What follows belongs to an exercise in optimizing a design on an open flow for small area, a short achievable clock period and few clock cycles per item; a production flow would make more cautious choices. In this exercise RTL edits were held to simulation tests only and were not proved equivalent to the original. Power and IR drop assume default switching activity.

==> flow/design.v (excerpt) <==
module mp_adder (
    input  wire         iAddSub,
    input  wire         iClk,
    input  wire         iRst,
    input  wire         iStart,
    input  wire [511:0] iOpA,
    input  wire [511:0] iOpB,
    output wire [512:0] oRes,
    output wire         oDone);
Size in the first run: roughly 3600 cells after synthesis, ~130 flip-flops.
==> flow/config.mk <==
export PLATFORM = sky130hd
export DESIGN_NAME = mp_adder
export DESIGN_NICKNAME = mp_adder
export VERILOG_FILES = /design/flow/design.v
export SDC_FILE = /design/flow/constraint.sdc
export NUM_CORES = 4
export LEC_CHECK = 0
export CAP_MARGIN = 20
export CORE_AREA = 10 10 460 460
export DIE_AREA = 0 0 470 470
export GPL_TIMING_DRIVEN = 0
export SETUP_SLACK_MARGIN = 0.9
export SLEW_MARGIN = 20
export SYNTH_HIERARCHICAL = 1
==> flow/constraint.sdc <==
create_clock -name core_clock -period 5.0 [get_ports {iClk}]
set_input_delay 1.0000 -clock core_clock [delete_from_list [all_inputs] [get_ports {iClk}]]
set_output_delay 1.0000 -clock core_clock [all_outputs]
set_load 0.01 [all_outputs]
standard.sh (not shown) runs the stock make flow with config.mk's settings and CLKGATE_MAP_FILE= SYNTH_SCRIPT=/design/flow/synth_recipe.tcl, a recipe that flattens the netlist after the stock synthesis.
==> flow/flow/run.sh <==
#!/bin/bash
# Standard ORFS layout (the standard.sh) with three changes to how it is done:
# - buffer_ports gives every input and output port a buf_1 cell (the resizer
#   still sizes them as timing needs) instead of the cell it picks by default;
# - the ports are placed in bit order round the die edge, each bit's
#   iOpA/iOpB/oRes side by side (flow/pinorder.tcl, before place_pins);
# - before the resize step's repair_design, high-fanout nets get buffer trees
#   built from their sinks' locations (flow/pre_resize.tcl, flow/tree.tcl).
set -euo pipefail
export BUFFER_PORTS_ARGS="-buffer_cell sky130_fd_sc_hd__buf_1"
export PRE_IO_PLACEMENT_TCL="$(pwd)/flow/pinorder.tcl"
export PRE_RESIZE_TCL="$(pwd)/flow/pre_resize.tcl"
bash standard.sh > standard_flow.log 2>&1
==> flow/flow/pre_resize.tcl <==
# Runs inside ORFS's resize step (3_4), after global placement and before its
# repair_design: every signal net with more than 12 sinks gets a buffer tree
# built from its sinks' placed locations (flow/tree.tcl), instead of the
# chain of buffers that repair_design would lay along the net.
source [file join [file dirname [info script]] tree.tcl]
bt_all 12 12 8 {sky130_fd_sc_hd__buf_4 sky130_fd_sc_hd__buf_8}
Other scripts of this flow, unchanged in this note and not shown: flow/flow/pinorder.tcl, flow/flow/tree.tcl
Testbench counts at the start, summed over its fixed seeds: cycles 768, items 384.
Next try:
- SETUP_SLACK_MARGIN: 0.9 -> 0.5
Clock-buffer cell count is unchanged; cell count decreases slightly; utilization went down by 0.84 points; setup slack is worse by 0.17 ns; via count falls slightly; global-route usage stays flat; cell area decreases by a few percent; power falls by a few percent; routed wire length goes down slightly; area after synthesis is unchanged; sequential power stays flat.
Next try:
- SETUP_SLACK_MARGIN: 0.5 -> 1.1
- total power rises by 9.7%
- final area rises by 12%
- via count rises by 5.8%
- non-clock buffer count rises by 337
- setup slack improved by 0.21 ns
Next try:
==> flow/flow/pre_resize.tcl (replaced) <==
# Runs inside ORFS's resize step (3_4), after global placement and before its
# repair_design: every signal net with more than 16 sinks gets a buffer tree
# built from its sinks' placed locations (flow/tree.tcl), instead of the
# chain of buffers that repair_design would lay along the net.
source [file join [file dirname [info script]] tree.tcl]
bt_all 16 16 6 {sky130_fd_sc_hd__buf_4 sky130_fd_sc_hd__buf_8}
- SETUP_SLACK_MARGIN: 1.1 -> 0.8
=> The changed run completed with no timing, DRC or antenna violations; cell count falls by 3.8%; via count drops by 4.9%; setup slack is worse by 0.13 ns; combinational power fell by 9.7%; maximum frequency came out lower by 3.0%; synthesized cell count does not change.

---

rev 12:
mp_adder again, from the RTL that the note above started with.
==> flow/config.mk <==
export PLATFORM = sky130hd
export DESIGN_NAME = mp_adder
export DESIGN_NICKNAME = mp_adder
export VERILOG_FILES = /design/flow/design.v
export SDC_FILE = /design/flow/constraint.sdc
export NUM_CORES = 4
export LEC_CHECK = 0
export CAP_MARGIN = 20
export CORE_AREA = 10 10 460 460
export DIE_AREA = 0 0 470 470
export GPL_TIMING_DRIVEN = 0
export PLACE_DENSITY = 0.8
export SETUP_SLACK_MARGIN = 0.8
export SLEW_MARGIN = 20
export SYNTH_HIERARCHICAL = 1
==> flow/constraint.sdc <==
create_clock -name core_clock -period 5.0 [get_ports {iClk}]
set_input_delay 1.0000 -clock core_clock [delete_from_list [all_inputs] [get_ports {iClk}]]
set_output_delay 1.0000 -clock core_clock [all_outputs]
set_load 0.01 [all_outputs]
==> flow/flow/pinorder.tcl <==
# Place the ports in bit order around the die: bit i's iOpA[i], iOpB[i] and
# oRes[i] sit next to each other, bits 0..511 go round the die edge (bottom
# left to right, right edge upwards, top right to left, left edge downwards),
# and the control ports fill the gap between bit 511 and bit 0.
proc po_slots {} {
  set block [ord::get_db_block]
  set die [$block getDieArea]
  set dbu [$block getDbUnitsPerMicron]
  set W [expr {[$die xMax] / double($dbu)}]
  set H [expr {[$die yMax] / double($dbu)}]
  set m 10.0
  set slots {}
  # bottom: met2 tracks x = 0.23 + 0.46k, two tracks apart
  for {set x [expr {0.23 + 0.46 * ceil(($m - 0.23) / 0.46)}]} {$x <= $W - $m} {set x [expr {$x + 0.92}]} {
    lappend slots [list met2 $x 0.0]
  }
  # right: met3 tracks y = 0.34 + 0.68k
  for {set y [expr {0.34 + 0.68 * ceil(($m - 0.34) / 0.68)}]} {$y <= $H - $m} {set y [expr {$y + 1.36}]} {
    lappend slots [list met3 $W $y]
  }
  # top, right to left
  set top {}
  for {set x [expr {0.23 + 0.46 * ceil(($m - 0.23) / 0.46)}]} {$x <= $W - $m} {set x [expr {$x + 0.92}]} {
    lappend top [list met2 $x $H]
  }
  set slots [concat $slots [lreverse $top]]
  # left, top to bottom
  set left {}
  for {set y [expr {0.34 + 0.68 * ceil(($m - 0.34) / 0.68)}]} {$y <= $H - $m} {set y [expr {$y + 1.36}]} {
    lappend left [list met3 0.0 $y]
  }
  return [concat $slots [lreverse $left]]
}

proc po_place {name slot} {
  lassign $slot layer x y
  if {$layer == "met2"} { set sz {0.14 0.485} } else { set sz {0.8 0.3} }
  place_pin -pin_name $name -layer $layer -location [list $x $y] -pin_size $sz -force_to_die_boundary
}

proc po_all {} {
  set slots [po_slots]
  set ns [llength $slots]
  set ctrl {iClk iRst iStart iAddSub oDone oRes[512]}
  # bits spread evenly over the ring, leaving room for the control ports at the end
  set nbits 512
  set used [expr {3 * $nbits + [llength $ctrl]}]
  if {$used > $ns} { error "pinorder: $used ports but only $ns slots" }
  set step [expr {double($ns - [llength $ctrl]) / $nbits}]
  for {set i 0} {$i < $nbits} {incr i} {
    set s [expr {int(floor($i * $step))}]
    po_place "iOpA\[$i\]" [lindex $slots $s]
    po_place "iOpB\[$i\]" [lindex $slots [expr {$s + 1}]]
    po_place "oRes\[$i\]" [lindex $slots [expr {$s + 2}]]
  }
  set s [expr {$ns - [llength $ctrl]}]
  foreach c $ctrl {
    po_place $c [lindex $slots $s]
    incr s
  }
  puts "pinorder: placed [expr {3 * $nbits + [llength $ctrl]}] ports on $ns slots"
}
po_all
Scripts as last shown in full above: flow/flow/run.sh
Other scripts of this flow, unchanged in this note and not shown: flow/flow/pre_resize.tcl, flow/flow/tree.tcl
Rev 12 was carried through to the last stage, and its layout satisfied the timing, design-rule and antenna checks.
Testbench counts of rev 12, summed over its fixed seeds: cycles 768, items 384.
Input changes introduced in rev 13 (baseline for comparison: rev 12):
diff --git a/flow/flow/pinorder.tcl b/flow/flow/pinorder.tcl
--- a/flow/flow/pinorder.tcl
+++ b/flow/flow/pinorder.tcl
@@ -4 +4,2 @@
-# and the control ports fill the gap between bit 511 and bit 0.
+# and the control ports fill the gap between bit 511 and bit 0, in the
+# middle of the left edge.
@@ -43,0 +45,7 @@
+  # start the ring at the middle of the left edge, so that the control ports
+  # (placed last) sit in the middle of the left edge, as close to the die
+  # centre as an edge port can be
+  set nl 0
+  foreach sl $slots { if {[lindex $sl 0] == "met3" && [lindex $sl 1] == 0.0} { incr nl } }
+  set rot [expr {$ns - $nl / 2 + 3}]
+  set slots [concat [lrange $slots $rot end] [lrange $slots 0 [expr {$rot - 1}]]]
diff --git a/flow/config.mk b/flow/config.mk
--- a/flow/config.mk
+++ b/flow/config.mk
@@ -12 +11,0 @@
-export PLACE_DENSITY = 0.8
## What came out
Run comparison: rev 13 critical path start-end classification in2out; rev 12 critical path start-end classification in2reg
Delta (rev 13 minus rev 12): routed length on met1 saw a decrease; post-route fraction of the period consumed by the critical path saw a decrease; overall power after layout saw little to no change; number of gates on the worst path with buffers counted saw a decrease; area growth from synthesis to final layout saw an increase.
Max switching power summed over all nets across rev 12 and rev 13: rev 13
The global-route usage was comparable across rev 12 and rev 13.
Worst setup slack ended up 0.057 ns higher on rev 13 than on rev 12.
Fmax | rev 13 vs rev 12 | rev 13 faster

## separate check: timing with driven ports
No port has a modelled driver above. Below, the same layouts with a new extraction and two added sets of constraints.
Step 1, drivers: a clkbuf_16 drives iClk and a buf_2 each remaining input, both assumed.
Step 2 also shifts input and output timing later by t, the mid clock arrival at the registers, as if the neighbouring blocks saw the same clock.
Slacks: ideal / step 1 / step 2; pairs: ideal / step 1.
run	t, ns	setup WS [ns]	hold slack, ns	worst register clock-pin slew, ns	worst slew at a driven data input, ns
the first run of note 1	0.606	0.854 / 0.787 / 0.269	0.671 / 0.622 / 1.228	0.08 / 0.08	0.09
the second run of note 1	0.609	0.686 / 0.637 / 0.113	0.666 / 0.618 / 1.227	0.08 / 0.08	0.07
the third run of note 1	0.605	0.897 / 0.826 / 0.346	0.669 / 0.621 / 1.225	0.08 / 0.08	0.10
the fourth run of note 1	0.609	0.769 / 0.764 / 0.175	0.668 / 0.617 / 1.226	0.08 / 0.08	0.09
rev 12	0.601	0.746 / 0.763 / 0.162	0.680 / 0.631 / 1.232	0.08 / 0.08	0.07
rev 13	0.583	0.803 / 0.760 / 0.245	0.680 / 0.644 / 1.227	0.08 / 0.08	0.08
After both steps setup and hold are still met in every run listed. For the fourth run of note 1, which loses most, drivers alone change the setup slack by -0.005 ns; drivers and shift together by -0.594 ns.
